Background: an optimization exercise with open tools, aiming at small area. Do not read the settings as production practice.
Function was checked by simulation only, so behaviour that the tests miss may differ from the original.
Power is estimated from default activity; no workload was simulated.

<file path="flow/design.v">
`timescale 1ns / 1ps
module project_top (
    input wire       clk,
    input wire       reset,
    input wire       btnU,
    input wire       btnD,
    input wire       btnR,
    input wire       btnL,
    input wire [3:0] sw,
    input wire       sw15,
    input wire       dht11_in,
    input wire       rx,
    input wire       echo,
    output wire       dht11_out,
    output wire       dht11_oe,
    output wire       trig,
    output wire       tx,
    output wire       disp_setting,
    output wire       disp_uart_sw0,
    output wire [1:0] disp_status,
    output wire [6:0] disp_msec,
    output wire [5:0] disp_sec,
    output wire [5:0] disp_min,
    output wire [5:0] disp_hour,
    output wire [7:0] disp_rh,
    output wire [7:0] disp_temp,
    output wire [9:0] disp_dist
);
    reg [1:0] t2;
    reg [9:0] tu;
    reg [2:0] t5;
    always @(posedge clk, posedge reset) begin
        if (reset) begin
            t2 <= 2'd0;
            tu <= 10'd0;
            t5 <= 3'd5;
        end else begin
            t2 <= t2 + 2'd1;
            if (t2 == 2'd3) tu <= {tu[8:0], tu[9] ^ tu[2] ^ (tu[8:0] == 9'd0)};
            case (t5)
                3'd4:    t5 <= 3'd0;
                3'd5:    t5 <= 3'd1;
                default: t5 <= t5 + 3'd1;
            endcase
        end
    end
    wire started   = (t5 != 3'd5);
    wire baud_tick = (t5 == 3'd0);                        
    wire tu_zero   = (tu == 10'd0);
    wire tick4     = (t2 == 2'd0) & started;              
    wire sec_tick  = tick4 & tu_zero;                     
    wire db_clk    = (t5 == 3'd0) & ~t2[0];               
    wire db_phase  = (t5 == 3'd1) & t2[0];                
    reg [2:0] auto_cnt;
    always @(posedge clk, posedge reset) begin
        if (reset) auto_cnt <= 3'd0;
        else if (sec_tick) auto_cnt <= (auto_cnt == 3'd5) ? 3'd1 : auto_cnt + 3'd1;
    end
    wire auto_update = (auto_cnt == 3'd5) & (t2 == 2'd1) & tu_zero;    
    reg [4:0] cnt_u, cnt_d, cnt_r, cnt_l;
    always @(posedge clk, posedge reset) begin
        if (reset) begin
            cnt_u <= 5'd0;
            cnt_d <= 5'd0;
            cnt_r <= 5'd0;
            cnt_l <= 5'd0;
        end else if (db_clk) begin
            cnt_u <= ~btnU ? 5'd0 : (cnt_u[4] ? 5'd17 : cnt_u + 5'd1);
            cnt_d <= ~btnD ? 5'd0 : (cnt_d[4] ? 5'd17 : cnt_d + 5'd1);
            cnt_r <= ~btnR ? 5'd0 : (cnt_r[4] ? 5'd17 : cnt_r + 5'd1);
            cnt_l <= ~btnL ? 5'd0 : (cnt_l[4] ? 5'd17 : cnt_l + 5'd1);
        end
    end
    wire b_u = db_phase & (cnt_u == 5'd16);
    wire b_d = db_phase & (cnt_d == 5'd16);
    wire b_r = db_phase & (cnt_r == 5'd16);
    wire b_l = db_phase & (cnt_l == 5'd16);
    sr04_unit U_SR04 (
        .clk(clk), .reset(reset), .tick(tick4),
        .start(b_u & sw[3]), .echo(echo),
        .trig(trig), .dist_data(disp_dist)
    );
    wire       dht_valid;
    wire [7:0] rh_data, temp_data;
    dht11_unit U_DHT (
        .clk(clk), .reset(reset), .tick(tick4),
        .start((b_u & sw[2]) | auto_update),
        .dht11_in(dht11_in), .dht11_out(dht11_out), .dht11_oe(dht11_oe),
        .valid(dht_valid), .rh(rh_data), .temp(temp_data)
    );
    assign disp_rh   = rh_data;
    assign disp_temp = temp_data;
    wire [7:0] max_humi, max_temp, min_humi, min_temp;
    max_min_decision U_MAX_MIN (
        .clk(clk), .reset(reset), .dht11_valid(dht_valid),
        .rh_data(rh_data), .temp_data(temp_data),
        .max_humi(max_humi), .max_temp(max_temp),
        .min_humi(min_humi), .min_temp(min_temp)
    );
    wire dht_tx;
    sensor_sender U_SSEND (
        .clk(clk), .reset(reset), .baud_tick(baud_tick),
        .temp_start(b_l & sw[2]), .humi_start(b_r & sw[2]),
        .max_temp(max_temp), .min_temp(min_temp),
        .max_humi(max_humi), .min_humi(min_humi),
        .tx(dht_tx)
    );
    wire       rx_done;
    wire [7:0] rx_data;
    wire       watch_tx;
    uart_rx_unit U_RX (
        .clk(clk), .reset(reset), .rx(sw[2] | rx), .b_tick(baud_tick),
        .rx_done(rx_done), .dout(rx_data)
    );
    watch_unit U_WATCH (
        .clk(clk), .reset(reset),
        .btnL(b_l), .btnR(b_r), .btnU(b_u), .btnD(b_d),
        .rx_done(rx_done), .rx_data(rx_data),
        .sw(sw[1:0]), .sw15(sw15),
        .disp_setting(disp_setting), .disp_uart_sw0(disp_uart_sw0),
        .status(disp_status),
        .msec(disp_msec), .sec(disp_sec), .min(disp_min), .hour(disp_hour)
    );
    watch_sender U_WSEND (
        .clk(clk), .reset(reset), .baud_tick(baud_tick),
        .start(~sw[2] & b_u & ~sw[1]),
        .i_temp(temp_data), .i_humi(rh_data),
        .i_sec(disp_sec), .i_min(disp_min), .i_hour(disp_hour[4:0]),
        .tx(watch_tx)
    );
    assign tx = sw[2] ? dht_tx : watch_tx;
endmodule
module uart_tx_unit (
    input  wire       clk,
    input  wire       reset,
    input  wire       baud_tick,
    input  wire       start,
    input  wire [7:0] din,
    output wire       busy,
    output wire       tx
);
    localparam IDLE = 2'd0, START = 2'd1, DATA = 2'd2, STOP = 2'd3;
    reg [1:0] state;
    reg       tx_reg;
    reg [2:0] dcnt;
    reg [3:0] bcnt;      
    wire [3:0] bnext = {bcnt[2:0], ~(bcnt[3] ^ bcnt[0])};
    assign busy = (state != IDLE);
    assign tx   = tx_reg;
    always @(posedge clk, posedge reset) begin
        if (reset) begin
            state  <= IDLE;
            tx_reg <= 1'b1;
        end else begin
            case (state)
                IDLE: begin
                    tx_reg <= 1'b1;
                    if (start) state <= START;
                end
                START: if (baud_tick) begin
                    tx_reg <= 1'b0;
                    if (bcnt == 4'd6) state <= DATA;
                end
                DATA: begin
                    tx_reg <= din[dcnt];
                    if (baud_tick && bcnt == 4'd3 && dcnt == 3'd7) state <= STOP;
                end
                STOP: if (baud_tick) begin
                    tx_reg <= 1'b1;
                    if (bcnt == 4'd3) state <= IDLE;
                end
            endcase
        end
    end
    always @(posedge clk) begin
        case (state)
            IDLE: begin
                bcnt <= 4'd0;
                dcnt <= 3'd0;
            end
            START: if (baud_tick) begin
                if (bcnt == 4'd6) begin
                    bcnt <= 4'd0;
                    dcnt <= 3'd0;
                end else bcnt <= bnext;
            end
            DATA: if (baud_tick) begin
                if (bcnt == 4'd3) begin
                    bcnt <= 4'd0;
                    dcnt <= dcnt + 3'd1;
                end else bcnt <= bnext;
            end
            STOP: if (baud_tick && bcnt != 4'd3) bcnt <= bnext;
        endcase
    end
endmodule
module watch_sender (
    input  wire       clk,
    input  wire       reset,
    input  wire       baud_tick,
    input  wire       start,
    input  wire [7:0] i_temp,
    input  wire [7:0] i_humi,
    input  wire [5:0] i_sec,
    input  wire [5:0] i_min,
    input  wire [4:0] i_hour,
    output wire       tx
);
    reg [1:0] state;
    reg [5:0] cnt;
    wire      full, empty, busy;
    wire load = (state == 2'd2) & ~full & (cnt < 6'd34);
    wire send = (state == 2'd2) & (cnt != 6'd0);
    always @(posedge clk, posedge reset) begin
        if (reset) state <= 2'd0;
        else begin
            case (state)
                2'd0: if (start) state <= 2'd1;
                2'd1: state <= 2'd2;
                2'd2: if (~full && cnt >= 6'd34) state <= 2'd0;
                default: ;
            endcase
        end
    end
    always @(posedge clk) begin
        if (state == 2'd1) cnt <= 6'd0;
        else if (state == 2'd2 && ~full && cnt < 6'd34) cnt <= cnt + 6'd1;
    end
    reg [7:0] val;
    always @(*) begin
        case (cnt)
            6'd5, 6'd6:   val = {3'd0, i_hour};
            6'd8, 6'd9:   val = {2'd0, i_min};
            6'd11, 6'd12: val = {2'd0, i_sec};
            6'd22, 6'd23: val = i_temp;
            default:      val = i_humi;
        endcase
    end
    wire [3:0] d_hi = (val / 8'd10) % 8'd10;
    wire [3:0] d_lo = val % 8'd10;
    reg [1:0] h1;
    reg [3:0] h0, m0, s0, t1, t0, u1, u0;
    reg [2:0] m1, s1;
    always @(posedge clk) begin
        if (load) begin
            case (cnt)
                6'd5:  h1 <= d_hi[1:0];
                6'd6:  h0 <= d_lo;
                6'd8:  m1 <= d_hi[2:0];
                6'd9:  m0 <= d_lo;
                6'd11: s1 <= d_hi[2:0];
                6'd12: s0 <= d_lo;
                6'd22: t1 <= d_hi;
                6'd23: t0 <= d_lo;
                6'd31: u1 <= d_hi;
                6'd32: u0 <= d_lo;
                default: ;
            endcase
        end
    end
    reg [5:0] tp;
    wire [6:0] x = {1'b0, cnt} - {1'b0, tp};
    assign empty = send ? (x == 7'd2  || x == 7'h60) : (tp == 6'd33);
    assign full  = send ? (x == 7'd18 || x == 7'h70) : (tp == 6'd17);
    always @(posedge clk, posedge reset) begin
        if (reset) tp <= 6'd33;
        else if (~busy & ~empty) tp <= (tp == 6'd33) ? 6'd0 : tp + 6'd1;
    end
    reg [7:0] byte_out;
    always @(*) begin
        case (tp)
            6'd0:  byte_out = "t";
            6'd1:  byte_out = "i";
            6'd2:  byte_out = "m";
            6'd3:  byte_out = "e";
            6'd4:  byte_out = " ";
            6'd5:  byte_out = {6'b001100, h1};
            6'd6:  byte_out = {4'b0011, h0};
            6'd7:  byte_out = ":";
            6'd8:  byte_out = {5'b00110, m1};
            6'd9:  byte_out = {4'b0011, m0};
            6'd10: byte_out = ":";
            6'd11: byte_out = {5'b00110, s1};
            6'd12: byte_out = {4'b0011, s0};
            6'd13: byte_out = ",";
            6'd14: byte_out = " ";
            6'd15: byte_out = "t";
            6'd16: byte_out = "e";
            6'd17: byte_out = "m";
            6'd18: byte_out = "p";
            6'd19: byte_out = " ";
            6'd20: byte_out = ":";
            6'd21: byte_out = " ";
            6'd22: byte_out = {4'b0011, t1};
            6'd23: byte_out = {4'b0011, t0};
            6'd24: byte_out = ",";
            6'd25: byte_out = " ";
            6'd26: byte_out = "h";
            6'd27: byte_out = "u";
            6'd28: byte_out = "m";
            6'd29: byte_out = "i";
            6'd30: byte_out = " ";
            6'd31: byte_out = {4'b0011, u1};
            6'd32: byte_out = {4'b0011, u0};
            default: byte_out = "\n";
        endcase
    end
    uart_tx_unit U_TX (
        .clk(clk), .reset(reset), .baud_tick(baud_tick),
        .start(~empty), .din(byte_out), .busy(busy), .tx(tx)
    );
endmodule
module sensor_sender (
    input  wire       clk,
    input  wire       reset,
    input  wire       baud_tick,
    input  wire       temp_start,
    input  wire       humi_start,
    input  wire [7:0] max_temp,
    input  wire [7:0] min_temp,
    input  wire [7:0] max_humi,
    input  wire [7:0] min_humi,
    output wire       tx
);
    reg       state;
    reg       mode;
    reg [4:0] cnt;
    wire      full, empty, busy;
    wire load = state & ~full & (cnt < 5'd26);
    wire send = state & (cnt != 5'd0);
    always @(posedge clk, posedge reset) begin
        if (reset) state <= 1'b0;
        else if (~state) begin
            if (temp_start | humi_start) state <= 1'b1;
        end else if (~full && cnt >= 5'd26) state <= 1'b0;
    end
    always @(posedge clk) begin
        if (~state) begin
            if (temp_start | humi_start) begin
                cnt  <= 5'd0;
                mode <= temp_start;
            end
        end else if (~full && cnt < 5'd26) cnt <= cnt + 5'd1;
    end
    wire [7:0] val = cnt[4] ? (mode ? min_temp : min_humi) : (mode ? max_temp : max_humi);
    wire [3:0] d_hi = (val / 8'd10) % 8'd10;
    wire [3:0] d_lo = val % 8'd10;
    reg       mode_b;
    reg [3:0] x1, x0, n1, n0;
    always @(posedge clk) begin
        if (load) begin
            case (cnt)
                5'd10: x1 <= d_hi;
                5'd11: x0 <= d_lo;
                5'd18: mode_b <= mode;
                5'd23: n1 <= d_hi;
                5'd24: n0 <= d_lo;
                default: ;
            endcase
        end
    end
    reg [4:0] tp;
    reg       not_first;
    wire [5:0] x = {1'b0, cnt} - {1'b0, tp};
    assign empty = send ? (x == 6'd2  || x == 6'h28) : (tp == 5'd25);
    assign full  = send ? (x == 6'd18 || x == 6'h38) : (tp == 5'd9);
    always @(posedge clk, posedge reset) begin
        if (reset) begin
            tp        <= 5'd25;
            not_first <= 1'b0;
        end else if (~busy & ~empty) begin
            tp <= (tp == 5'd25) ? 5'd0 : tp + 5'd1;
            if (tp == 5'd0) not_first <= 1'b1;
        end
    end
    reg [7:0] byte_out;
    always @(*) begin
        case (tp)
            5'd0:  byte_out = not_first ? "\n" : 8'h00;
            5'd1:  byte_out = "m";
            5'd2:  byte_out = "a";
            5'd3:  byte_out = "x";
            5'd4:  byte_out = " ";
            5'd5:  byte_out = mode ? "t" : "h";
            5'd6:  byte_out = mode ? "e" : "u";
            5'd7:  byte_out = "m";
            5'd8:  byte_out = mode ? "p" : "i";
            5'd9:  byte_out = " ";
            5'd10: byte_out = {4'b0011, x1};
            5'd11: byte_out = {4'b0011, x0};
            5'd12: byte_out = ",";
            5'd13: byte_out = " ";
            5'd14: byte_out = "m";
            5'd15: byte_out = "i";
            5'd16: byte_out = "n";
            5'd17: byte_out = " ";
            5'd18: byte_out = mode_b ? "t" : "h";
            5'd19: byte_out = mode_b ? "e" : "u";
            5'd20: byte_out = "m";
            5'd21: byte_out = mode_b ? "p" : "i";
            5'd22: byte_out = " ";
            5'd23: byte_out = {4'b0011, n1};
            5'd24: byte_out = {4'b0011, n0};
            default: byte_out = "\n";
        endcase
    end
    uart_tx_unit U_TX (
        .clk(clk), .reset(reset), .baud_tick(baud_tick),
        .start(~empty), .din(byte_out), .busy(busy), .tx(tx)
    );
endmodule
module uart_rx_unit (
    input  wire       clk,
    input  wire       reset,
    input  wire       rx,
    input  wire       b_tick,
    output wire       rx_done,
    output wire [7:0] dout
);
    localparam IDLE = 3'd0, START = 3'd1, DATA = 3'd2, DATA_READ = 3'd3, STOP = 3'd4;
    reg [2:0] state;
    reg       done_reg;
    reg [3:0] bcnt;      
    wire [3:0] bnext = {bcnt[2:0], ~(bcnt[3] ^ bcnt[0])};
    reg [2:0] dcnt;
    reg [7:0] data;
    assign rx_done = done_reg;
    assign dout    = data;
    always @(posedge clk, posedge reset) begin
        if (reset) begin
            state    <= IDLE;
            done_reg <= 1'b0;
        end else begin
            case (state)
                IDLE: begin
                    done_reg <= 1'b0;
                    if (b_tick & ~rx) state <= START;
                end
                START: if (b_tick && bcnt == 4'd7) state <= DATA_READ;
                DATA_READ: state <= DATA;
                DATA: if (b_tick && bcnt == 4'd3) state <= (dcnt == 3'd7) ? STOP : DATA_READ;
                STOP: if (b_tick) begin
                    state    <= IDLE;
                    done_reg <= 1'b1;
                end
                default: ;
            endcase
        end
    end
    always @(posedge clk) begin
        case (state)
            IDLE: begin
                bcnt <= 4'd0;
                dcnt <= 3'd0;
            end
            START: if (b_tick) bcnt <= (bcnt == 4'd7) ? 4'd0 : bnext;
            DATA_READ: data <= {rx, data[7:1]};
            DATA: if (b_tick) begin
                if (bcnt == 4'd3) begin
                    if (dcnt != 3'd7) begin
                        dcnt <= dcnt + 3'd1;
                        bcnt <= 4'd0;
                    end
                end else bcnt <= bnext;
            end
            default: ;
        endcase
    end
endmodule
module watch_unit (
    input  wire       clk,
    input  wire       reset,
    input  wire       btnL,
    input  wire       btnR,
    input  wire       btnU,
    input  wire       btnD,
    input  wire       rx_done,
    input  wire [7:0] rx_data,
    input  wire [1:0] sw,
    input  wire       sw15,
    output wire       disp_setting,
    output wire       disp_uart_sw0,
    output wire [1:0] status,
    output wire [6:0] msec,
    output wire [5:0] sec,
    output wire [5:0] min,
    output wire [5:0] hour
);
    wire u_start = rx_done & (rx_data == 8'h47);
    wire u_stop  = rx_done & (rx_data == 8'h53);
    wire u_clear = rx_done & (rx_data == 8'h43);
    wire u_up    = rx_done & (rx_data == 8'h55);
    wire u_down  = rx_done & (rx_data == 8'h44);
    wire u_right = rx_done & (rx_data == 8'h52);
    wire u_left  = rx_done & (rx_data == 8'h4c);
    wire w_uart_reset = rx_done & (rx_data == 8'h1b);
    reg usw0, usw1, usw15;
    always @(posedge clk, posedge reset) begin
        if (reset) begin
            usw0  <= 1'b0;
            usw1  <= 1'b0;
            usw15 <= 1'b0;
        end else begin
            if (rx_done & (rx_data == 8'h4d)) usw0 <= ~usw0;
            if (rx_done & (rx_data == 8'h4e)) usw1 <= ~usw1;
            if (rx_done & (rx_data == 8'h4f)) usw15 <= ~usw15;
        end
    end
    reg sw0_pre, sw1_pre, rxd1, rxd2;
    reg e_sw0, e_sw1;
    wire e_usw0 = rxd2 & (rx_data == 8'h4d);
    wire e_usw1 = rxd2 & (rx_data == 8'h4e);
    reg [1:0] mstate;    
    always @(posedge clk, posedge reset) begin
        if (reset) begin
            sw0_pre  <= 1'b0;
            sw1_pre  <= 1'b0;
            rxd1     <= 1'b0;
            rxd2     <= 1'b0;
            e_sw0    <= 1'b0;
            e_sw1    <= 1'b0;
            mstate   <= 2'd0;
        end else begin
            e_sw0    <= sw[0] ^ sw0_pre;
            e_sw1    <= sw[1] ^ sw1_pre;
            sw0_pre  <= sw[0];
            sw1_pre  <= sw[1];
            rxd1     <= rx_done;
            rxd2     <= rxd1;
            if (e_sw0 && sw[0] != mstate[0])
                mstate[0] <= sw[0];
            else if (e_sw1 && sw[1] != mstate[1])
                mstate[1] <= sw[1];
            else if (e_usw0 && usw0 != mstate[0])
                mstate[0] <= usw0;
            else if (e_usw1 && usw1 != mstate[1])
                mstate[1] <= usw1;
        end
    end
    wire final_sw0 = mstate[0];
    wire final_sw1 = mstate[1];
    reg sw15_pre, e_sw15, fsw15;
    always @(posedge clk, posedge reset) begin
        if (reset) begin
            sw15_pre <= 1'b0;
            e_sw15   <= 1'b0;
            fsw15    <= 1'b0;
        end else begin
            e_sw15   <= sw15 ^ sw15_pre;
            sw15_pre <= sw15;
            if (e_sw15) begin
                if (~fsw15) begin
                    if (sw15 | usw15) fsw15 <= 1'b1;
                end else begin
                    if (~sw15 | ~usw15) fsw15 <= 1'b0;
                end
            end
        end
    end
    assign disp_setting  = fsw15 & ~final_sw1;
    assign disp_uart_sw0 = final_sw0;
    wire sw_runstop = final_sw1 & btnR;
    wire sw_clear   = final_sw1 & btnL;
    wire ti_left    = ~final_sw1 & btnL;
    wire ti_right   = ~final_sw1 & btnR;
    wire ti_up      = ~final_sw1 & btnU;
    wire ti_down    = ~final_sw1 & btnD;
    wire wreset = reset | w_uart_reset;
    reg [1:0] sc;
    always @(posedge clk, posedge wreset) begin
        if (wreset) sc <= 2'd0;
        else case (sc)
            2'd0: if (sw_clear | u_clear) sc <= 2'd2;
                  else if (sw_runstop | u_start) sc <= 2'd1;
            2'd1: if (sw_runstop | u_stop) sc <= 2'd0;
            2'd2: if (sw_clear | u_stop) sc <= 2'd0;
            default: ;
        endcase
    end
    wire sw_run   = (sc == 2'd1);
    wire sw_clr   = (sc == 2'd2);
    reg [1:0] tc;
    wire t_left  = ti_left | u_left;
    wire t_right = ti_right | u_right;
    always @(posedge clk, posedge wreset) begin
        if (wreset) tc <= 2'd0;
        else if (sw15) case (tc)
            2'd0: if (t_left) tc <= 2'd1; else if (t_right) tc <= 2'd2;
            2'd1: if (t_left) tc <= 2'd2; else if (t_right) tc <= 2'd0;
            2'd2: if (t_left) tc <= 2'd0; else if (t_right) tc <= 2'd1;
            default: ;
        endcase
    end
    assign status = (sw15 && tc != 2'd3) ? tc : 2'd0;
    wire t_up   = sw15 & (ti_up | u_up);
    wire t_down = sw15 & (ti_down | u_down);
    wire sec_up    = t_up & (tc == 2'd0);
    wire min_up    = t_up & (tc == 2'd1);
    wire hour_up   = t_up & (tc == 2'd2);
    wire sec_down  = t_down & (tc == 2'd0);
    wire min_down  = t_down & (tc == 2'd1);
    wire hour_down = t_down & (tc == 2'd2);
    wire sreset = wreset | sw_clr;
    reg [2:0] sp;                
    reg [6:0] s_ms;
    reg [5:0] s_s, s_m;
    reg [4:0] s_h;
    reg       s_ms_t, s_s_t, s_m_t;
    wire      s_tick = (sp == 3'd5);
    always @(posedge clk, posedge sreset) begin
        if (sreset) begin
            sp     <= 3'd0;
            s_ms   <= 7'd0;
            s_s    <= 6'd0;
            s_m    <= 6'd0;
            s_h    <= 5'd0;
            s_ms_t <= 1'b0;
            s_s_t  <= 1'b0;
            s_m_t  <= 1'b0;
        end else begin
            if (sw_run) sp <= sp + 3'd1;
            if (s_tick) begin
                if (s_ms == 7'd99) begin s_ms <= 7'd0; s_ms_t <= 1'b1; end
                else s_ms <= s_ms + 7'd1;
            end else s_ms_t <= 1'b0;
            if (s_ms_t) begin
                if (s_s == 6'd59) begin s_s <= 6'd0; s_s_t <= 1'b1; end
                else s_s <= s_s + 6'd1;
            end else s_s_t <= 1'b0;
            if (s_s_t) begin
                if (s_m == 6'd59) begin s_m <= 6'd0; s_m_t <= 1'b1; end
                else s_m <= s_m + 6'd1;
            end else s_m_t <= 1'b0;
            if (s_m_t) begin
                if (s_h == 5'd23) s_h <= 5'd0;
                else s_h <= s_h + 5'd1;
            end
        end
    end
    reg [2:0] wp;
    reg [6:0] w_ms;
    reg [5:0] w_s, w_m;
    reg [4:0] w_h;
    reg       w_ms_t, w_s_t, w_m_t;
    wire      w_tick = (wp == 3'd5);
    always @(posedge clk, posedge wreset) begin
        if (wreset) begin
            wp     <= 3'd0;
            w_ms   <= 7'd0;
            w_s    <= 6'd0;
            w_m    <= 6'd0;
            w_h    <= 5'd12;
            w_ms_t <= 1'b0;
            w_s_t  <= 1'b0;
            w_m_t  <= 1'b0;
        end else begin
            wp <= wp + 3'd1;
            if (w_tick & ~sw15) begin
                if (w_ms == 7'd99) begin w_ms <= 7'd0; w_ms_t <= 1'b1; end
                else w_ms <= w_ms + 7'd1;
            end else w_ms_t <= 1'b0;
            if ((w_ms_t & ~sw15) | (sec_up & sw15)) begin
                if (w_s == 6'd59) begin w_s <= 6'd0; w_s_t <= 1'b1; end
                else w_s <= w_s + 6'd1;
            end else if (sec_down) begin
                if (w_s == 6'd0) begin w_s <= 6'd59; w_s_t <= 1'b0; end
                else w_s <= w_s - 6'd1;
            end else w_s_t <= 1'b0;
            if ((w_s_t & ~sw15) | (min_up & sw15)) begin
                if (w_m == 6'd59) begin w_m <= 6'd0; w_m_t <= 1'b1; end
                else w_m <= w_m + 6'd1;
            end else if (min_down) begin
                if (w_m == 6'd0) begin w_m <= 6'd59; w_m_t <= 1'b0; end
                else w_m <= w_m - 6'd1;
            end else w_m_t <= 1'b0;
            if ((w_m_t & ~sw15) | (hour_up & sw15)) begin
                if (w_h == 5'd23) w_h <= 5'd0;
                else w_h <= w_h + 5'd1;
            end else if (hour_down) begin
                if (w_h == 5'd0) w_h <= 5'd23;
                else w_h <= w_h - 5'd1;
            end
        end
    end
    assign msec = final_sw1 ? s_ms : w_ms;
    assign sec  = final_sw1 ? s_s : w_s;
    assign min  = final_sw1 ? s_m : w_m;
    assign hour = {1'b0, final_sw1 ? s_h : w_h};
endmodule
module dht11_unit (
    input  wire       clk,
    input  wire       reset,
    input  wire       tick,
    input  wire       start,
    input  wire       dht11_in,
    output wire       dht11_out,
    output wire       dht11_oe,
    output wire       valid,
    output wire [7:0] rh,
    output wire [7:0] temp
);
    localparam IDLE = 3'd0, START = 3'd1, WAIT = 3'd2, SYNCL = 3'd3,
               SYNCH = 3'd4, DATA_SYNC = 3'd5, DATA_DETECT = 3'd6, STOP = 3'd7;
    reg [2:0]  state;
    reg [7:0]  tcu;
    reg [2:0]  tcl;
    wire [7:0] tcu_next = (tcl == 3'd7) ? {tcu[6:0], tcu[7] ^ tcu[6] ^ tcu[1] ^ tcu[0] ^ (tcu[6:0] == 7'd0)} : tcu;
    wire       tc_1900  = (tcu == 8'd180) & (tcl == 3'd4);
    wire       tc_1001  = (tcu == 8'd185) & (tcl == 3'd1);
    wire       tc_2     = (tcu == 8'd0) & (tcl == 3'd2);
    reg        out_reg, oe_reg, valid_reg;
    reg [7:0]  rh_reg, t_reg;
    reg [5:0]  dcnt;
    reg [7:0]  acc;
    assign dht11_out = out_reg;
    assign dht11_oe  = oe_reg;
    assign valid     = valid_reg;
    assign rh        = rh_reg;
    assign temp      = t_reg;
    wire       bit_end = (state == DATA_DETECT) & tick & (dcnt < 6'd40) & ~dht11_in;
    wire       bit_val = (tcu != 8'd0) | (tcl >= 3'd5);
    wire [2:0] bpos    = ~dcnt[2:0];            
    wire [7:0] onehot  = 8'd1 << bpos;
    wire [7:0] addend  = (dcnt[5:3] == 3'd4) ? (~onehot + 8'd1) : onehot;
    always @(posedge clk) begin
        if (state == IDLE) acc <= 8'd0;
        else if (bit_end & bit_val) acc <= acc + addend;
        if (state == IDLE) dcnt <= 6'd0;
        else if (bit_end) dcnt <= dcnt + 6'd1;
    end
    reg tc_clr, tc_inc;
    always @(*) begin
        tc_clr = 1'b0;
        tc_inc = 1'b0;
        case (state)
            IDLE:        tc_clr = 1'b1;
            START:       if (tick) begin tc_clr = tc_1900; tc_inc = ~tc_1900; end
            WAIT:        if (tick) begin tc_clr = tc_2; tc_inc = ~tc_2; end
            SYNCH:       if (tick) begin tc_clr = ~dht11_in | tc_1001; tc_inc = ~tc_clr; end
            DATA_SYNC:   tc_clr = tick & dht11_in;
            DATA_DETECT: if (tick && dcnt < 6'd40) begin tc_clr = ~dht11_in; tc_inc = dht11_in; end
            STOP:        if (tick) begin tc_clr = tcl[2]; tc_inc = ~tcl[2] & ~dht11_in; end
            default: ;
        endcase
    end
    always @(posedge clk) begin
        if (tc_clr) begin
            tcu <= 8'd0;
            tcl <= 3'd0;
        end else if (tc_inc) begin
            tcu <= tcu_next;
            tcl <= tcl + 3'd1;
        end
    end
    always @(posedge clk, posedge reset) begin
        if (reset) begin
            state     <= IDLE;
            out_reg   <= 1'b1;
            oe_reg    <= 1'b1;
            valid_reg <= 1'b0;
            rh_reg    <= 8'd0;
            t_reg     <= 8'd0;
        end else begin
            if (bit_end) begin
                if (dcnt[5:3] == 3'd0) rh_reg[bpos] <= bit_val;
                if (dcnt[5:3] == 3'd2) t_reg[bpos] <= bit_val;
            end
            case (state)
                IDLE: begin
                    out_reg <= 1'b1;
                    oe_reg  <= 1'b1;
                    if (start) state <= START;
                end
                START: if (tick) begin
                    out_reg <= 1'b0;
                    if (tc_1900) state <= WAIT;
                end
                WAIT: begin
                    out_reg <= 1'b1;
                    if (tick && tc_2) begin
                        state  <= SYNCL;
                        oe_reg <= 1'b0;
                    end
                end
                SYNCL: if (tick & dht11_in) state <= SYNCH;
                SYNCH: if (tick) begin
                    if (~dht11_in) begin
                        state     <= DATA_SYNC;
                        valid_reg <= 1'b0;
                    end else if (tc_1001) state <= IDLE;
                end
                DATA_SYNC: begin
                    if (dcnt > 6'd39) state <= STOP;
                    else if (tick & dht11_in) state <= DATA_DETECT;
                end
                DATA_DETECT: if (tick && dcnt < 6'd40 && ~dht11_in) state <= DATA_SYNC;
                STOP: begin
                    valid_reg <= (acc == 8'd0);
                    if (tick & tcl[2]) state <= IDLE;
                end
            endcase
        end
    end
endmodule
module max_min_decision (
    input  wire       clk,
    input  wire       reset,
    input  wire       dht11_valid,
    input  wire [7:0] rh_data,
    input  wire [7:0] temp_data,
    output wire [7:0] max_humi,
    output reg  [7:0] max_temp,
    output reg  [7:0] min_humi,
    output reg  [7:0] min_temp
);
    reg [6:0] max_h;
    assign max_humi = {1'b0, max_h};
    always @(posedge clk, posedge reset) begin
        if (reset) begin
            max_temp <= 8'd0;
            min_temp <= 8'hff;
            max_h <= 7'd0;
            min_humi <= 8'hff;
        end else if (dht11_valid) begin
            if (temp_data > max_temp) max_temp <= temp_data;
            if (temp_data < min_temp) min_temp <= temp_data;
            if (rh_data > max_humi && rh_data < 8'd100) max_h <= rh_data[6:0];
            if (rh_data < min_humi) min_humi <= rh_data;
        end
    end
endmodule
module sr04_unit (
    input  wire       clk,
    input  wire       reset,
    input  wire       tick,
    input  wire       start,
    input  wire       echo,
    output wire       trig,
    output wire [9:0] dist_data
);
    reg       d_state;
    reg [5:0] d_cnt;     
    reg [9:0] d_reg;
    assign dist_data = d_reg;
    always @(posedge clk, posedge reset) begin
        if (reset) begin
            d_state <= 1'b0;
            d_reg   <= 10'd0;
        end else if (tick) begin
            if (~d_state) begin
                if (echo) begin
                    d_state <= 1'b1;
                    d_reg   <= 10'd0;
                end
            end else begin
                if (d_cnt == 6'd62) d_reg <= d_reg + 10'd1;
                else if (~echo) d_state <= 1'b0;
            end
        end
    end
    always @(posedge clk) begin
        if (~d_state) d_cnt <= 6'd0;
        else if (tick) begin
            if (d_cnt == 6'd62 || ~echo) d_cnt <= 6'd0;
            else d_cnt <= {d_cnt[4:0], ~(d_cnt[5] ^ d_cnt[0])};
        end
    end
    reg       t_state;
    reg       t_reg;
    reg [3:0] t_cnt;     
    assign trig = t_reg;
    always @(posedge clk, posedge reset) begin
        if (reset) begin
            t_state <= 1'b0;
            t_reg   <= 1'b0;
        end else if (~t_state) begin
            t_reg <= 1'b0;
            if (start) t_state <= 1'b1;
        end else if (tick) begin
            t_reg <= 1'b1;
            if (t_cnt == 4'd11) t_state <= 1'b0;
        end
    end
    always @(posedge clk) begin
        if (~t_state) t_cnt <= 4'd0;
        else if (tick) t_cnt <= {t_cnt[2:0], ~(t_cnt[3] ^ t_cnt[0])};
    end
endmodule
</file>
<file path="flow/flow/run.sh">
#!/bin/bash
set -e
export BUFFER_PORTS_ARGS="-buffer_cell sky130_fd_sc_hd__buf_1"
export CTS_ARGS="-sink_clustering_enable -repair_clock_nets -buf_list sky130_fd_sc_hd__clkbuf_4 -sink_clustering_size 8 -sink_clustering_max_diameter 40 -dont_use_dummy_load"
bash standard.sh > standard.log 2>&1
</file>
<file path="flow/standard.sh">
#!/bin/bash
# synth_recipe.tcl (not shown) runs the flow's synth.tcl, then flattens the netlist and writes it again
# the make line also repeats each setting of config.mk as NAME=value (left out here)
make -C /OpenROAD-flow-scripts/flow DESIGN_CONFIG=/design/flow/config.mk WORK_HOME=/design/flow/orfs CLKGATE_MAP_FILE= SYNTH_SCRIPT=/design/flow/synth_recipe.tcl "${@:-finish}"
</file>
<file path="flow/config.mk">
export PLATFORM = sky130hd
export DESIGN_NAME = project_top
export DESIGN_NICKNAME = project_top
export VERILOG_FILES = /design/flow/design.v
export SDC_FILE = /design/flow/constraint.sdc
export NUM_CORES = 4
export LEC_CHECK = 0
export ABC_AREA = 1
export ABC_CLOCK_PERIOD_IN_PS = 10000
export CAP_MARGIN = 20
export CORE_MARGIN = 2
export CORE_UTILIZATION = 65
export PLACE_DENSITY = 0.75
export SLEW_MARGIN = 20
</file>
<file path="flow/constraint.sdc">
create_clock -name core_clock -period 10.0 [get_ports {clk}]
set_input_delay 2.0000 -clock core_clock [delete_from_list [all_inputs] [get_ports {clk}]]
set_output_delay 2.0000 -clock core_clock [all_outputs]
set_load 0.01 [all_outputs]
</file>
==> results.yml, run 1 <==
status:
  run_status: "timing/DRC/antenna clean"
floorplan:
  coreArea_mm2: 0.0316
  fp-row-count: 65
  die_width_um: 183
  die_h_um: 183
  io_pins: 73
  die_area_mm2: 0.0336
  start_util_pct: 66.1
worst_setup_path:
  crit_path_max_fanout: 29
  cpPeakStageDelay_ns: 0.79
  crit_cells: 35
  path_buf_inv: 5
  path_delay_family: "simple AND/OR/NAND/NOR gates"
  required_ns: 10.47
  cp.arrival_ns: 5.66
  slowest_stage: "dfrtp_1"
  cp_common_cell: "nand2_2"
  cp-start-kind: "register"
  r2r_cells: 35
  end_kind: "register"
  path_class: "register to register"
routing:
  drc: 0
  drt_iter0_drc: 1350
  via_count: 18187
  detail-route-antenna-nets: 0
  routed_via_density: 5.80
  wl_mm: 49.9
  dr.pass1.iters: 9
  routedWlPerCell_um: 15.9
synthesis:
  ys.flop_type: "dfrtp_1"
  synth-seq-area-share_pct: 41.5
  syn_area_mm2: 0.0209
  synth_seq_cells: 336
  syn_area_per_cell_um2: 7.93
  synth.largest_area_cell: "dfrtp_1"
  netlist_top_cells_area: "dfrtp_1, edfxtp_1, ha_1"
  synth_edf_count: 88
  syn_nets: 2800
  synth_top_cell_area_share_pct: 21.3
  synthArstFlopShare_pct: 61.6
  yosys_warnings: 9
  synth_cell_types: 69
  postSynthCellCount: 2636
placed_design:
  place_inst: 3082
  dp_hpwl_mm: 38.1
  gp_congestion: 0.961
  port_buffers: 71
sta:
  finClkSkew_ns: 0.0635
  fmax_ghz: 0.193
  hold_viol: 0
  tns_ns: 0
  setup_viol: 0
  relSlewSlack_pct: 28.7
  post-route-min-period_ns: 5.19
  slew_viol_final: 0
  period_share_pct: 51.9
  tightest_slew_ns: 1.06
  rsz0062_at_grt: "false"
hold_path:
  hold_path_depth: 0
  hold_class: "register to register"
pwr:
  ir_drop_v: 0.000121
  power.leakage_nw: 9.87
  powerDensity_mw_per_mm2: 158
cts:
  postCtsSetupRepairBufs: 0
  cts_htree_levels: 2
  tritoncts: "yes"
  cts.sinks: 336
  clkLatencyLatePin_ns: 0.76
  cts_made_buffers: 54
  cts_hold_buf: 0
  clock_path_buffers: 3
  ctsResizeCount: 0
  clk_pin_slew_ns: 0.09
  cts_root_buffer: "clkbuf_4"
final_layout:
  post_route_cells_drive_above_1_share_pct: 6.44
  final_cells: 3138
  syn_to_final_growth_pct: 5.38
  n_fill_cell: 2591
  nets: 2900
grt:
  grt_pass1_wl_mm: 82.8
  grt_max_degree: 88
  grt_remaining_overflow: 0
  grt_pass1_vias: 17418
  antenna_found_initial: 1
  grt.total_usage_pct: 30.1
run:
  drv_cap: 0
-- cells by family (layout without fill, tap and decap cells) --
kind of cell	after synthesis	in the layout	share of synthesized area [%]
compound gates	569	569	15.9
xor+xnor	70	70	2.93
fa+ha+maj	150	150	9.01
buf+inv	484	582	8.76
flops	336	336	41.5
mux	3	3	0.144
other cells	1	3	0.0179
simple gates	1023	1023	21.8
-- worst reg2reg max path, delay by kind of cell, from the launching register on --
kind            cells  cell delay, ns
buf+inv             5            0.76
fa+ha+maj           3            0.64
simple gates       23            1.99
compound gates      4            0.73
flops               1            0.79
-- cells in the mapped netlist (33+ instances only) --
cell        n
nand4_1    33
nor2_1    246
a21oi_1   145
nand3_1   139
inv_1     428
dfrtp_1   178
ha_1      149
xor2_1     48
nand2_1   426
dfxtp_1    41
nor3_1     76
edfxtp_1   88
o21ai_0   243
-- report_power, final --
| part | switching [mW] | internal [mW] | leakage [nW] |
|---|---|---|---|
| Combinational | 0.748 | 0.364 | 5.96 |
| Clock | 0.457 | 0.246 | 0.248 |
| Sequential | 0.111 | 1.56 | 3.66 |
| Total | 1.32 | 2.17 | 9.87 |
-- worst paths after layout --
| kind | to | slack, ns | from |
|---|---|---|---|
| max reg2reg | U_WSEND.t1[3] | 4.81 | U_WATCH.mstate[1] |
| min | U_WATCH.rxd2 | 0.36 | U_WATCH.rxd1 |
| max | U_WSEND.t1[3] | 4.81 | U_WATCH.mstate[1] |
| max in group asynchronous | U_WATCH.s_m[3] | 7.24 | reset |
| min reg2reg | U_WATCH.rxd2 | 0.36 | U_WATCH.rxd1 |
| min in group asynchronous | U_WATCH.tc[0] | 0.41 | U_RX.data[6] |
-- metrics by stage --
stage	worst slack, ns	area [µm²]	hold WS [ns]	utilization (%)	total power, mW
floorplan	4.20	20900	0.331	-	2.50
global placement	5.13	21600	0.331	68.4	2.75
detailed placement	4.91	21600	0.341	68.4	2.80
CTS	4.87	22000	0.363	69.6	3.49
global route	4.36	22000	0.374	69.7	3.74
finish	4.81	22000	0.358	69.7	3.49
-- cell usage in the layout, fill, tap and decap left out, types with 6 or more instances in the layout --
master    netlist  final
nor2_1        246    245
a211oi_1        7      7
o21ai_1         8      8
a32oi_1         6      6
dfstp_2        29     29
or2_2          10     10
edfxtp_1       88     88
inv_2          15     15
nand3_1       139    139
nor4_1         29     29
o21a_1          7      7
a21o_1          7      7
xnor2_1        22     22
a31oi_1        20     19
o32ai_1         7      7
nand3b_1        7      7
o22ai_1        21     21
o31ai_1        11     11
dfxtp_1        41     41
nand4_1        33     33
o21ai_0       243    243
nand2_1       426    426
ha_1          149    149
a221oi_1        8      8
a22oi_1        10     10
nand2_2        27     27
nor3_1         76     76
clkbuf_4        0     54
buf_4           3     10
a21oi_1       145    145
buf_1           2     71
dfrtp_1       178    178
xor2_1         48     48
o211ai_1       16     16
inv_1         428    427
-- per-layer routing --
metal | track usage (%) | up-vias | routed length, µm
li1 | - | 9051 | -
met1 | 39.3 | 8434 | 21500
met2 | 50.5 | 579 | 23300
met3 | 5.20 | 123 | 3390
met4 | 11.3 | 0 | 1740
met5 | 0 | - | 0
-- final cells by class --
type | count | area (µm²) | share of cell area, %
Antenna cell | 2 | 5.00 | 0.0227
Clock buffer | 54 | 405 | 1.84
Inverter | 447 | 1680 | 7.64
Multi-Input combinational cell | 1816 | 10400 | 47.3
Sequential cell | 336 | 8680 | 39.4
Tap cell | 402 | 503 | 2.28
Timing Repair Buffer | 81 | 342 | 1.55
==> run 2, diff against run 1 <==
==> flow/flow/run.sh (replaced) <==
#!/bin/bash
# The standard layout with three changes to how it is built:
#  1. after the standard synthesis, the combinational logic is re-mapped with an
#     area-oriented ABC script (flow/resynth.sh, flow/map.abc); every register of the
#     standard synthesis is kept as is (name, cell type, connections)
#  2. ports are buffered with the smallest buffer (buf_1)
#  3. clock tree: clkbuf_8 leaf buffers in clusters of up to 16, no dummy loads
# Logs: synth.log, resynth.log, standard.log here; ORFS's own logs under orfs/logs.
set -euo pipefail
export BUFFER_PORTS_ARGS="-buffer_cell sky130_fd_sc_hd__buf_1"
export CTS_ARGS="-sink_clustering_enable -repair_clock_nets -buf_list sky130_fd_sc_hd__clkbuf_8 -sink_clustering_size 16 -sink_clustering_max_diameter 60 -dont_use_dummy_load"
bash standard.sh synth > synth.log 2>&1
R=orfs/results/$FLOW_PLATFORM/project_top/base
cp $R/1_2_yosys.v $R/1_2_yosys_standard.v
bash flow/resynth.sh $R/1_2_yosys_standard.v $R/1_2_yosys.v $PWD/flow/map.abc resynth.log
rm -f $R/1_synth.odb $R/1_synth.sdc
bash standard.sh > standard.log 2>&1
==> flow/flow/map.abc (new file) <==
strash
dc2
dch -f
amap
strash
dc2
dch -f
amap
topo
==> flow/flow/resynth.sh (new file) <==
#!/bin/bash
# Re-map the combinational logic of the standard synthesis netlist with ABC (area
# mapping), keeping every flip-flop instance (name, cell type, connections) unchanged.
# usage: resynth.sh IN.v OUT.v ABC_SCRIPT LOG
set -euo pipefail
IN=$1; OUT=$2; SCR=$3; LOG=$4
YOSYS=${YOSYS_EXE:-$FLOW_HOME/../tools/install/yosys/bin/yosys}
LIB=$FLOW_HOME/platforms/sky130hd/lib/sky130_fd_sc_hd__tt_025C_1v80.lib
DU=""
for c in probe_p_8 probec_p_8 lpflow_bleeder_1 lpflow_clkbufkapwr_1 lpflow_clkbufkapwr_16 \
    lpflow_clkbufkapwr_2 lpflow_clkbufkapwr_4 lpflow_clkbufkapwr_8 lpflow_clkinvkapwr_1 \
    lpflow_clkinvkapwr_16 lpflow_clkinvkapwr_2 lpflow_clkinvkapwr_4 lpflow_clkinvkapwr_8 \
    lpflow_decapkapwr_12 lpflow_decapkapwr_3 lpflow_decapkapwr_4 lpflow_decapkapwr_6 \
    lpflow_decapkapwr_8 lpflow_inputiso0n_1 lpflow_inputiso0p_1 lpflow_inputiso1n_1 \
    lpflow_inputiso1p_1 lpflow_inputisolatch_1 lpflow_isobufsrc_1 lpflow_isobufsrc_16 \
    lpflow_isobufsrc_2 lpflow_isobufsrc_4 lpflow_isobufsrc_8 lpflow_isobufsrckapwr_16 \
    lpflow_lsbuf_lh_hl_isowell_tap_1 lpflow_lsbuf_lh_hl_isowell_tap_2 \
    lpflow_lsbuf_lh_hl_isowell_tap_4 lpflow_lsbuf_lh_isowell_4 lpflow_lsbuf_lh_isowell_tap_1 \
    lpflow_lsbuf_lh_isowell_tap_2 lpflow_lsbuf_lh_isowell_tap_4; do
  DU="$DU -dont_use sky130_fd_sc_hd__$c"
done
# the sequential cells of the netlist are kept as black boxes
SEQ=$(grep -o "sky130_fd_sc_hd__[a-z0-9_]*" "$IN" | sort -u | grep -E "__(df|edf|sdf|dl|sedf)" | tr '\n' ' ')
"$YOSYS" -l "$LOG" -p "
read_liberty -ignore_miss_func $LIB
blackbox $SEQ
read_verilog $IN
hierarchy -top $FLOW_TOP
flatten
opt_clean -purge
abc -script $SCR -liberty $LIB $DU
opt_clean -purge
hilomap -singleton -hicell sky130_fd_sc_hd__conb_1 HI -locell sky130_fd_sc_hd__conb_1 LO
splitnets
opt_clean -purge
insbuf -buf sky130_fd_sc_hd__buf_1 A X
rename -hide w:_*.*
stat -liberty $LIB
write_verilog -noattr -noexpr -nohex -nodec $OUT
" > /dev/null
==> results.yml, run 2 <==
final_layout:
  n_fill_cell: 2086
  post_route_cells_drive_above_1_share_pct: 3.23
  final_cell_mix: "nor2_1, clkinv_1, dfrtp_1"
  nets: 2181
  final_core_util_pct: 70.6
  multi_input_area_mm2: 0.00739
  final_cells: 2500
  syn_to_final_growth_pct: 6.29
  final_common_cell: "nor2_1"
  diodes: 0
  seq_area_mm2: 0.00868
synthesis:
  syn_area_per_cell_um2: 8.36
  syn_nets: 2096
  postSynthCellCount: 2082
  syn_area_mm2: 0.0174
  yosys_warnings: 9
floorplan:
  coreArea_mm2: 0.0262
  io_pins: 73
  die_area_mm2: 0.0281
  fp-row-count: 59
  die_width_um: 168
  die_h_um: 168
  start_util_pct: 66.4
worst_setup_path:
  end_kind: "register"
  crit_path_max_fanout: 9
  path_class: "register to register"
  slowest_stage: "o32ai_1"
  r2r_cells: 24
  required_ns: 10.38
  path_delay_family: "compound AO/OA/AOI/OAI gates"
  cp.arrival_ns: 6.47
  cpPeakStageDelay_ns: 0.76
  path_buf_inv: 4
  crit_cells: 24
  cp_common_cell: "nor2_1"
  path_cells: "clkinv_1 -> o32ai_1 -> or4_1 -> o221ai_1 -> a221oi_1 -> nand2_1 -> a21oi_1 -> nor2_1 -> a31oi_1 -> nor2b_1 -> nor2_1 -> nor2_1 -> nor2_1 -> nor2_1 -> a21oi_1 -> o21ai_0 -> clkinv_1 -> a21oi_1 -> nand2_1 -> clkinv_1 -> nor2_1 -> nor2_1 -> clkinv_1 -> o21bai_1"
  cp-start-kind: "register"
placed_design:
  dp_hpwl_mm: 32.0
  port_buffers: 71
  place_inst: 2469
  gp_congestion: 0.968
cts:
  cts_root_buffer: "clkbuf_8"
  cts.sinks: 336
  ctsResizeCount: 0
  postCtsSetupRepairBufs: 0
  cts_hold_buf: 0
  clkLatencyLatePin_ns: 0.61
  clk_pin_slew_ns: 0.09
  tritoncts: "yes"
  cts_made_buffers: 31
  clock_path_buffers: 3
  cts_htree_levels: 1
routing:
  drc: 0
  wl_mm: 42.2
  detail-route-antenna-nets: 0
  via_count: 15609
  routed_via_density: 6.24
  drt_iter0_drc: 1390
  routedWlPerCell_um: 16.9
  dr.pass1.iters: 7
sta:
  finClkSkew_ns: 0.0795
  hold_viol: 0
  relSlewSlack_pct: 27.0
  period_share_pct: 60.9
  post-route-min-period_ns: 6.09
  setup_viol: 0
  slew_viol_final: 0
  rsz0062_at_grt: "false"
  tightest_slew_ns: 1.09
  tns_ns: 0
  hold-worst-slack_ns: 0.356
  fmax_ghz: 0.164
hold_path:
  hold_path_depth: 0
  hold_class: "register to register"
grt:
  grt_pass1_vias: 14567
  grt_pass1_wl_mm: 70.0
  antenna_found_initial: 0
  grt.total_usage_pct: 30.2
  grt_remaining_overflow: 0
  grt_max_degree: 77
pwr:
  ir_drop_v: 0.000152
  power.leakage_nw: 6.58
  powerDensity_mw_per_mm2: 157
run:
  drv_cap: 0
status:
  run_status: "timing/DRC/antenna clean"
==> run 2: final timing paths <==
| kind | start | endpoint | slack (ns) |
|---|---|---|---|
| max reg2reg | U_WSEND.cnt[2] | U_WSEND.u0[1] | 3.91 |
| min | U_WATCH.rxd1 | U_WATCH.rxd2 | 0.36 |
| min in group asynchronous | U_WATCH.sc[0] | U_WATCH.sp[0] | 0.53 |
| min reg2reg | U_WATCH.rxd1 | U_WATCH.rxd2 | 0.36 |
| max in group asynchronous | reset | U_MAX_MIN.max_h[2] | 6.95 |
| max | U_WSEND.cnt[2] | U_WSEND.u0[1] | 3.91 |
==> run 2: area by class of cell <==
class                           instances  share of cell area, %
Multi-Input combinational cell       1387                   40.0
Sequential cell                       336                   46.9
Inverter                              333                   6.79
Timing Repair Buffer                   78                   1.73
Tap cell                              335                   2.27
Clock buffer                           31                   2.31
==> run 2: metal layers <==
layer	vias up	routed length [µm]	track usage [%]	share of wire, %
li1	7616	-	-	-
met1	7296	17700	39.1	42
met2	570	20200	51.6	48
met3	127	2490	3.88	5.9
met4	0	1830	12.6	4.3
met5	-	0	0	0
==> run 2: per-stage QoR <==
step           area, µm²  setup slack, ns  total power, mW
3_5_place_dp       18100             4.02             2.21
6_report           18500             3.91             2.90
3_3_place_gp       18100             4.40             2.19
4_1_cts            18500             4.00             2.91
2_1_floorplan      17400             4.82             2.03
5_1_grt            18500             2.97             3.05
==> run 2: where the power goes <==
group | internal (mW) | switching (mW) | leakage (nW) | total [mW]
logic | 0.193 | 0.430 | 2.69 | 0.623
registers | 1.51 | 0.0573 | 3.67 | 1.57
clock network | 0.275 | 0.432 | 0.223 | 0.707
total | 1.98 | 0.919 | 6.58 | 2.90
==> run 3, diff against run 2 <==
==> flow/flow/run.sh (replaced) <==
#!/bin/bash
# The standard layout with three changes to how it is built:
#  1. after the standard synthesis, the combinational logic is re-mapped with an
#     area-oriented ABC script (flow/resynth.sh, flow/map.abc); every register of the
#     standard synthesis is kept as is (name, cell type, connections)
#  2. ports are buffered with the smallest buffer (buf_1)
#  3. clock tree: clkbuf_4 leaf buffers in small clusters, no dummy loads
# Logs: synth.log, resynth.log, standard.log here; ORFS's own logs under orfs/logs.
set -euo pipefail
export BUFFER_PORTS_ARGS="-buffer_cell sky130_fd_sc_hd__buf_1"
export CTS_ARGS="-sink_clustering_enable -repair_clock_nets -buf_list sky130_fd_sc_hd__clkbuf_4 -sink_clustering_size 8 -sink_clustering_max_diameter 40 -dont_use_dummy_load"
bash standard.sh synth > synth.log 2>&1
R=orfs/results/$FLOW_PLATFORM/project_top/base
cp $R/1_2_yosys.v $R/1_2_yosys_standard.v
bash flow/resynth.sh $R/1_2_yosys_standard.v $R/1_2_yosys.v $PWD/flow/map.abc resynth.log
rm -f $R/1_synth.odb $R/1_synth.sdc
bash standard.sh > standard.log 2>&1
--- a/flow/config.mk
+++ b/flow/config.mk
@@ -9,6 +9,6 @@
 export ABC_CLOCK_PERIOD_IN_PS = 10000
 export CAP_MARGIN = 20
 export CORE_MARGIN = 2
-export CORE_UTILIZATION = 65
-export PLACE_DENSITY = 0.75
+export CORE_UTILIZATION = 80
+export PLACE_DENSITY = 0.88
 export SLEW_MARGIN = 20
==> results.yml, run 3 <==
status:
  run_status: "timing/DRC/antenna clean"
worst_setup_path:
  cp.arrival_ns: 6.84
  setup.worst_path.start: "U_WSEND.cnt[3]"
  path_buf_inv: 4
  end_kind: "register"
  cpPeakStageDelay_ns: 0.79
  r2r_slack_ns: 3.63
  r2r_cells: 24
  cp_common_cell: "nor2_1"
  cp-start-kind: "register"
  crit_cells: 24
  path_cells: "clkinv_1 -> o32ai_1 -> or4_1 -> o221ai_1 -> a221oi_1 -> nand2_1 -> a21oi_1 -> nor2_1 -> a31oi_1 -> nor2b_1 -> nor2_1 -> nor2_1 -> nor2_1 -> nor2_1 -> a21oi_1 -> o21ai_0 -> clkinv_1 -> a21oi_1 -> nand2_1 -> clkinv_1 -> nor2_1 -> nor2_1 -> clkinv_1 -> o21bai_1"
  path_delay_family: "compound AO/OA/AOI/OAI gates"
  path_class: "register to register"
  crit_path_max_fanout: 9
  timing.rr.end: "U_WSEND.u0[1]"
  slowest_stage: "o32ai_1"
  worstReg2RegStart: "U_WSEND.cnt[3]"
  timing.critical_path.to: "U_WSEND.u0[1]"
  required_ns: 10.46
final_layout:
  n_fill_cell: 1138
  final_cell_mix: "nor2_1, clkinv_1, dfrtp_1"
  syn_to_final_growth_pct: 5.61
  final_common_cell: "nor2_1"
  nets: 2200
  final_core_util_pct: 86.9
  post_route_cells_drive_above_1_share_pct: 4.08
synthesis:
  yosys_warnings: 9
  postSynthCellCount: 2082
  syn_area_mm2: 0.0174
  syn_area_per_cell_um2: 8.36
  syn_nets: 2096
routing:
  drc: 0
  routed_via_density: 6.84
  detail-route-antenna-nets: 0
  dr.pass1.iters: 6
  routedWlPerCell_um: 19.0
  wl_mm: 46.8
  via_count: 16830
  drt_iter0_drc: 1840
sta:
  hold_viol: 0
  rsz0062_at_grt: "false"
  tightest_slew_ns: 1.08
  finClkSkew_ns: 0.0542
  setup_ws_ns: 3.63
  period_share_pct: 63.7
  setup_viol: 0
  relSlewSlack_pct: 27.2
  slew_viol_final: 0
  tns_ns: 0
  post-route-min-period_ns: 6.37
  fmax_ghz: 0.157
floorplan:
  fp-row-count: 53
  coreArea_mm2: 0.0212
  die_h_um: 151
  start_util_pct: 82.2
  die_width_um: 151
  die_area_mm2: 0.0229
  io_pins: 73
cts:
  cts_root_buffer: "clkbuf_4"
  postCtsSetupRepairBufs: 0
  cts_htree_levels: 2
  cts.sinks: 336
  ctsResizeCount: 0
  clk_pin_slew_ns: 0.10
  cts_made_buffers: 50
  clkLatencyLatePin_ns: 0.71
  cts_hold_buf: 0
  tritoncts: "yes"
  clock_path_buffers: 3
placed_design:
  place_ws_ns: 3.91
  gp_congestion: 0.977
  dp_hpwl_mm: 33.5
  port_buffers: 71
pwr:
  ir_drop_v: 0.000133
  power_mw: 2.90
  power.leakage_nw: 6.59
  powerDensity_mw_per_mm2: 158
grt:
  grt_remaining_overflow: 0
  antenna_found_initial: 1
  grt.total_usage_pct: 41.2
  grt_pass1_vias: 15983
  grt_max_degree: 80
  grt_pass1_wl_mm: 75.0
run:
  drv_cap: 0
hold_path:
  hold_class: "register to register"
-- run 3: routing by layer --
metal / up-vias / routed length, µm / GRT usage (%)
met1: 7765 / 16800 / 49.2
li1: 7662 / - / -
met2: 1121 / 22600 / 69.0
met5: - / 0 / 0
met4: 0 / 2890 / 24.8
met3: 282 / 4530 / 8.59
-- run 3: through the flow --
stage / cells / hold WS [ns] / cell area [µm²]
floorplan: 2082 / 0.331 / 17400
global placement: 2409 / 0.336 / 18000
detailed placement: 2409 / 0.351 / 18000
CTS: 2459 / 0.360 / 18400
global route: 2461 / 0.370 / 18400
finish: 2461 / 0.353 / 18400
-- run 3: layout make-up --
| cell class | count | area (µm²) | share of cell area, % |
|---|---|---|---|
| flip-flops and latches | 336 | 8680 | 47.2 |
| multi-input cells | 1387 | 7390 | 40.2 |
| inverters | 333 | 1250 | 6.83 |
| clock buffers | 50 | 375 | 2.04 |
| well taps | 275 | 344 | 1.87 |
| repair buffers | 78 | 323 | 1.76 |
| diodes | 2 | 5.00 | 0.0272 |
-- run 3: power by group --
part | switching [mW] | internal, mW
clock | 0.454 | 0.229
combinational | 0.453 | 0.193
sequential | 0.0606 | 1.51
-- run 3: worst min path at each step --
stage	start	to	slack [ns]	cells past startpoint
floorplan	U_WATCH.rxd1	U_WATCH.rxd2	0.33	0
global placement	U_WATCH.rxd1	U_WATCH.rxd2	0.34	0
detailed placement	U_WATCH.rxd1	U_WATCH.rxd2	0.35	0
CTS	U_WATCH.rxd1	U_WATCH.rxd2	0.36	0
global route	U_WATCH.rxd1	U_WATCH.rxd2	0.37	0
finish	U_WATCH.rxd1	U_WATCH.rxd2	0.35	0
==> run 4, diff against run 3 <==
--- a/flow/config.mk
+++ b/flow/config.mk
@@ -9,6 +9,6 @@
 export ABC_CLOCK_PERIOD_IN_PS = 10000
 export CAP_MARGIN = 20
 export CORE_MARGIN = 2
-export CORE_UTILIZATION = 80
-export PLACE_DENSITY = 0.88
+export CORE_UTILIZATION = 65
+export PLACE_DENSITY = 0.75
 export SLEW_MARGIN = 20
==> results.yml, run 4 <==
status:
  run_status: "timing/DRC/antenna clean"
placed_design:
  place_inst: 2469
  gp_congestion: 0.968
  dp_hpwl_mm: 32.0
  port_buffers: 71
  place_ws_ns: 4.02
floorplan:
  die_width_um: 168
  die_h_um: 168
  coreArea_mm2: 0.0262
  start_util_pct: 66.4
  die_area_mm2: 0.0281
  io_pins: 73
  fp-row-count: 59
routing:
  via_count: 15679
  detail-route-antenna-nets: 0
  drt_iter0_drc: 1465
  wl_mm: 42.6
  dr.pass1.iters: 6
  drc: 0
  routedWlPerCell_um: 16.9
  routed_via_density: 6.22
synthesis:
  syn_area_mm2: 0.0174
  syn_nets: 2096
  postSynthCellCount: 2082
  syn_area_per_cell_um2: 8.36
  yosys_warnings: 9
pwr:
  combPwrFrac_pct: 21.7
  powerDensity_mw_per_mm2: 156
  clkPwrFrac_pct: 23.8
  p_seq_share_pct: 54.6
  ir_drop_v: 0.000153
  p_sw_mw: 0.933
  intPower_mw: 1.94
  power.leakage_nw: 6.60
  power_mw: 2.88
  p_sw_share_pct: 32.4
worst_setup_path:
  r2r_slack_ns: 3.86
  path_class: "register to register"
  setup.worst_path.start: "U_WSEND.cnt[3]"
  timing.critical_path.to: "U_WSEND.s0[1]"
  worstReg2RegStart: "U_WSEND.cnt[3]"
  end_kind: "register"
  cp.arrival_ns: 6.63
  required_ns: 10.48
  cp-start-kind: "register"
  timing.rr.end: "U_WSEND.s0[1]"
  r2r_cells: 24
  crit_path_max_fanout: 9
grt:
  grt_pass1_wl_mm: 70.7
  grt.total_usage_pct: 30.6
  antenna_found_initial: 1
  grt_remaining_overflow: 0
  grt_pass1_vias: 14800
  grt_max_degree: 77
sta:
  rsz0062_at_grt: "false"
  finClkSkew_ns: 0.0875
  fmax_ghz: 0.163
  relSlewSlack_pct: 23.5
  slew_viol_final: 0
  setup_ws_ns: 3.86
  hold_viol: 0
  period_share_pct: 61.4
  post-route-min-period_ns: 6.14
  tns_ns: 0
  tightest_slew_ns: 1.14
  setup_viol: 0
  hold-worst-slack_ns: 0.354
cts:
  cts_made_buffers: 52
  cts_hold_buf: 0
  tritoncts: "yes"
  postCtsSetupRepairBufs: 0
  ctsResizeCount: 0
  clock_path_buffers: 3
  cts_htree_levels: 2
  cts.sinks: 336
  cts_root_buffer: "clkbuf_4"
  clkLatencyLatePin_ns: 0.72
  clk_pin_slew_ns: 0.09
final_layout:
  final_cells: 2522
  final_cell_mix: "nor2_1, clkinv_1, dfrtp_1"
  nets: 2202
  syn_to_final_growth_pct: 6.09
  post_route_cells_drive_above_1_share_pct: 4.16
  final_common_cell: "nor2_1"
  n_fill_cell: 2107
hold_path:
  hold_class: "register to register"
run:
  drv_cap: 0
-- run 4: area by class of cell --
| cell class | count | area (µm²) | share of cell area [%] |
|---|---|---|---|
| sequential | 336 | 8680 | 47.0 |
| multi-input combinational | 1387 | 7390 | 40.0 |
| inverter | 333 | 1250 | 6.80 |
| tap | 335 | 419 | 2.27 |
| clock buffer | 52 | 390 | 2.11 |
| timing repair buffer | 78 | 319 | 1.73 |
| antenna | 1 | 2.50 | 0.0136 |
-- run 4: power by group through the flow --
stage,sequential (mW),combinational (mW),clock [mW]
after floorplan,1.59,0.435,0
after global placement,1.59,0.600,0
after detailed placement,1.60,0.617,0
after CTS,1.57,0.619,0.700
after global routing,1.58,0.702,0.753
final,1.57,0.623,0.684
-- run 4: how the worst min path moves through the flow --
| stage | from | end | slack (ns) | depth (start not counted) |
|---|---|---|---|---|
| after floorplan | U_WATCH.rxd1 | U_WATCH.rxd2 | 0.33 | 0 |
| after CTS | U_WATCH.rxd1 | U_WATCH.rxd2 | 0.36 | 0 |
| after detailed placement | U_WATCH.rxd1 | U_WATCH.rxd2 | 0.34 | 0 |
| after global routing | U_WATCH.rxd1 | U_WATCH.rxd2 | 0.36 | 0 |
| after global placement | U_WATCH.rxd1 | U_WATCH.rxd2 | 0.33 | 0 |
| final | U_WATCH.rxd1 | U_WATCH.rxd2 | 0.35 | 0 |
-- run 4: worst max-delay path, stage by stage, from the launching register on --
cell and delay [ns]:
dfxtp_1 0.42, clkinv_1 0.25, o32ai_1 0.82, or4_1 0.35, o221ai_1 0.16, a221oi_1 0.48
nand2_1 0.15, a21oi_1 0.43, nor2_1 0.12, a21oi_1 0.17, a21oi_1 0.11, nor2_1 0.21
nor2_1 0.07, nor2_1 0.15, a31oi_1 0.08, nor2b_1 0.18, o21ai_0 0.45, clkinv_1 0.23
a21oi_1 0.23, nand2_1 0.10, clkinv_1 0.07, nor2_1 0.05, nor2_1 0.16, clkinv_1 0.18
o21bai_1 0.31
-- run 4: per-layer routing --
layer	GRT usage [%]	share of wire [%]	up-vias
li1	-	-	7685
met4	14.9	4.9	0
met1	38.9	42	7296
met2	51.7	48	549
met3	4.68	5.9	149
met5	0	0	-
-- run 4: through the flow --
stage	cell area, µm²	util [%]
2_1_floorplan	17400	-
3_3_place_gp	18100	68.9
3_5_place_dp	18100	68.9
4_1_cts	18500	70.4
5_1_grt	18500	70.4
6_report	18500	70.4
==> run 5, diff against run 4 <==
--- a/flow/flow/run.sh
+++ b/flow/flow/run.sh
@@ -8,7 +8,7 @@
 # Logs: synth.log, resynth.log, standard.log here; ORFS's own logs under orfs/logs.
 set -euo pipefail
 export BUFFER_PORTS_ARGS="-buffer_cell sky130_fd_sc_hd__buf_1"
-export CTS_ARGS="-sink_clustering_enable -repair_clock_nets -buf_list sky130_fd_sc_hd__clkbuf_4 -sink_clustering_size 8 -sink_clustering_max_diameter 40 -dont_use_dummy_load"
+export CTS_ARGS="-sink_clustering_enable -repair_clock_nets -buf_list {sky130_fd_sc_hd__clkbuf_2 sky130_fd_sc_hd__clkbuf_4} -sink_clustering_size 8 -sink_clustering_max_diameter 40 -dont_use_dummy_load"
 bash standard.sh synth > synth.log 2>&1
 R=orfs/results/$FLOW_PLATFORM/project_top/base
 cp $R/1_2_yosys.v $R/1_2_yosys_standard.v
==> results.yml, run 5 <==
status:
  run_status: "timing/DRC/antenna clean"
final_layout:
  final_common_cell: "nor2_1"
  post_route_cells_drive_above_1_share_pct: 4.16
  syn_to_final_growth_pct: 6.09
  n_fill_cell: 2107
  final_cells: 2522
  final_cell_mix: "nor2_1, clkinv_1, dfrtp_1"
  final_core_util_pct: 70.4
  nets: 2202
sta:
  tightest_slew_ns: 1.14
  rsz0062_at_grt: "false"
  relSlewSlack_pct: 23.5
  hold-worst-slack_ns: 0.354
  post-route-min-period_ns: 6.14
  hold_viol: 0
  fmax_ghz: 0.163
  tns_ns: 0
  slew_viol_final: 0
  finClkSkew_ns: 0.0875
  setup_viol: 0
  period_share_pct: 61.4
floorplan:
  fp-row-count: 59
  io_pins: 73
  die_width_um: 168
  start_util_pct: 66.4
  coreArea_mm2: 0.0262
  die_area_mm2: 0.0281
  die_h_um: 168
routing:
  drc: 0
  detail-route-antenna-nets: 0
  routed_via_density: 6.22
  drt_iter0_drc: 1465
  via_count: 15679
  dr.pass1.iters: 6
  routedWlPerCell_um: 16.9
  wl_mm: 42.6
pwr:
  ir_drop_v: 0.000153
  power_mw: 2.88
  combPwrFrac_pct: 21.7
  intPower_mw: 1.94
  p_sw_share_pct: 32.4
  power.leakage_nw: 6.60
  clkPwrFrac_pct: 23.8
  p_seq_share_pct: 54.6
  powerDensity_mw_per_mm2: 156
  p_sw_mw: 0.933
placed_design:
  gp_congestion: 0.968
  place_inst: 2469
  dp_hpwl_mm: 32.0
  port_buffers: 71
grt:
  grt_remaining_overflow: 0
  grt_pass1_vias: 14800
  grt.total_usage_pct: 30.6
  grt_max_degree: 77
  grt_pass1_wl_mm: 70.7
  antenna_found_initial: 1
cts:
  clock_path_buffers: 3
  ctsResizeCount: 0
  cts_made_buffers: 52
  clk_pin_slew_ns: 0.09
  cts.sinks: 336
  cts_root_buffer: "clkbuf_4"
  postCtsSetupRepairBufs: 0
  cts_htree_levels: 2
  tritoncts: "yes"
  cts_hold_buf: 0
  clkLatencyLatePin_ns: 0.72
worst_setup_path:
  crit_path_max_fanout: 9
  required_ns: 10.48
  cp.arrival_ns: 6.63
  path_class: "register to register"
  cp-start-kind: "register"
  end_kind: "register"
synthesis:
  syn_area_per_cell_um2: 8.36
  syn_area_mm2: 0.0174
  yosys_warnings: 9
  syn_nets: 2096
  postSynthCellCount: 2082
hold_path:
  hold_class: "register to register"
run:
  drv_cap: 0
## run 5: area by class of cell
cell class | count | area [µm²] | area share, %
timing repair buffer | 78 | 319 | 1.73
inverter | 333 | 1250 | 6.80
clock buffer | 52 | 390 | 2.11
sequential | 336 | 8680 | 47.0
antenna | 1 | 2.50 | 0.0136
multi-input combinational | 1387 | 7390 | 40.0
tap | 335 | 419 | 2.27
## run 5: path summary, 6_finish.rpt
check	start	end	slack, ns	cells after the start
worst max-delay path	U_WSEND.cnt[3]	U_WSEND.s0[1]	3.86	24
max in group asynchronous	reset	U_MAX_MIN.max_h[0]	7.02	3
worst max register to register	U_WSEND.cnt[3]	U_WSEND.s0[1]	3.86	24
worst min-delay path	U_WATCH.rxd1	U_WATCH.rxd2	0.35	0
worst min register to register	U_WATCH.rxd1	U_WATCH.rxd2	0.35	0
min in group asynchronous	U_WATCH.sc[0]	U_WATCH.sp[1]	0.51	2
## run 5: metal layers
| layer | global-route usage [%] | wire [µm] |
|---|---|---|
| met1 | 38.9 | 17700 |
| met2 | 51.7 | 20200 |
| met3 | 4.68 | 2530 |
| met4 | 14.9 | 2080 |
| met5 | 0 | 0 |
## run 5: power by group through the flow
stage	logic (mW)	registers (mW)	clock network [mW]
4_1_cts	0.619	1.57	0.700
3_3_place_gp	0.600	1.59	0
3_5_place_dp	0.617	1.60	0
2_1_floorplan	0.435	1.59	0
6_report	0.623	1.57	0.684
5_1_grt	0.702	1.58	0.753
## run 5: worst max-delay path, stage by stage (launching register included)
cell and delay (ns):
dfxtp_1 0.42, clkinv_1 0.25, o32ai_1 0.82, or4_1 0.35
o221ai_1 0.16, a221oi_1 0.48, nand2_1 0.15, a21oi_1 0.43
nor2_1 0.12, a21oi_1 0.17, a21oi_1 0.11, nor2_1 0.21
nor2_1 0.07, nor2_1 0.15, a31oi_1 0.08, nor2b_1 0.18
o21ai_0 0.45, clkinv_1 0.23, a21oi_1 0.23, nand2_1 0.10
clkinv_1 0.07, nor2_1 0.05, nor2_1 0.16, clkinv_1 0.18
o21bai_1 0.31
## run 5: per-stage QoR
stage	setup WS [ns]	area [µm²]
4_1_cts	3.98	18500
2_1_floorplan	4.82	17400
3_3_place_gp	4.40	18100
6_report	3.86	18500
3_5_place_dp	4.02	18100
5_1_grt	2.95	18500

-- what the ideal ports hide --
Ports are ideal in the flow. The routed layouts listed here were re-timed in OpenROAD. Step 1, drivers: a clkbuf_16 drives clk and a buf_2 each remaining input, both assumed. Step 2 times the ports against the registers' clock, not the clock port: input delays grow and output delays shrink by t, the midpoint of the rising clock arrivals with the driver on. Slacks: ideal / step 1 / step 2; pairs: ideal / step 1.
run | t, ns | setup WS [ns] | latest minus earliest clock arrival (ns) | pins driven straight from the clock port
run 1 | 0.776 | 4.810 / 4.810 / 4.810 | 0.067 / 0.066 | 1
run 2 | 0.621 | 3.910 / 3.910 / 3.910 | 0.081 / 0.082 | 1
run 3 | 0.726 | 3.626 / 3.626 / 3.626 | 0.066 / 0.065 | 1
run 4 | 0.716 | 3.855 / 3.855 / 3.855 | 0.091 / 0.092 | 1
run 5 | 0.716 | 3.855 / 3.855 / 3.855 | 0.091 / 0.092 | 1
After both steps every run listed still meets setup and hold.
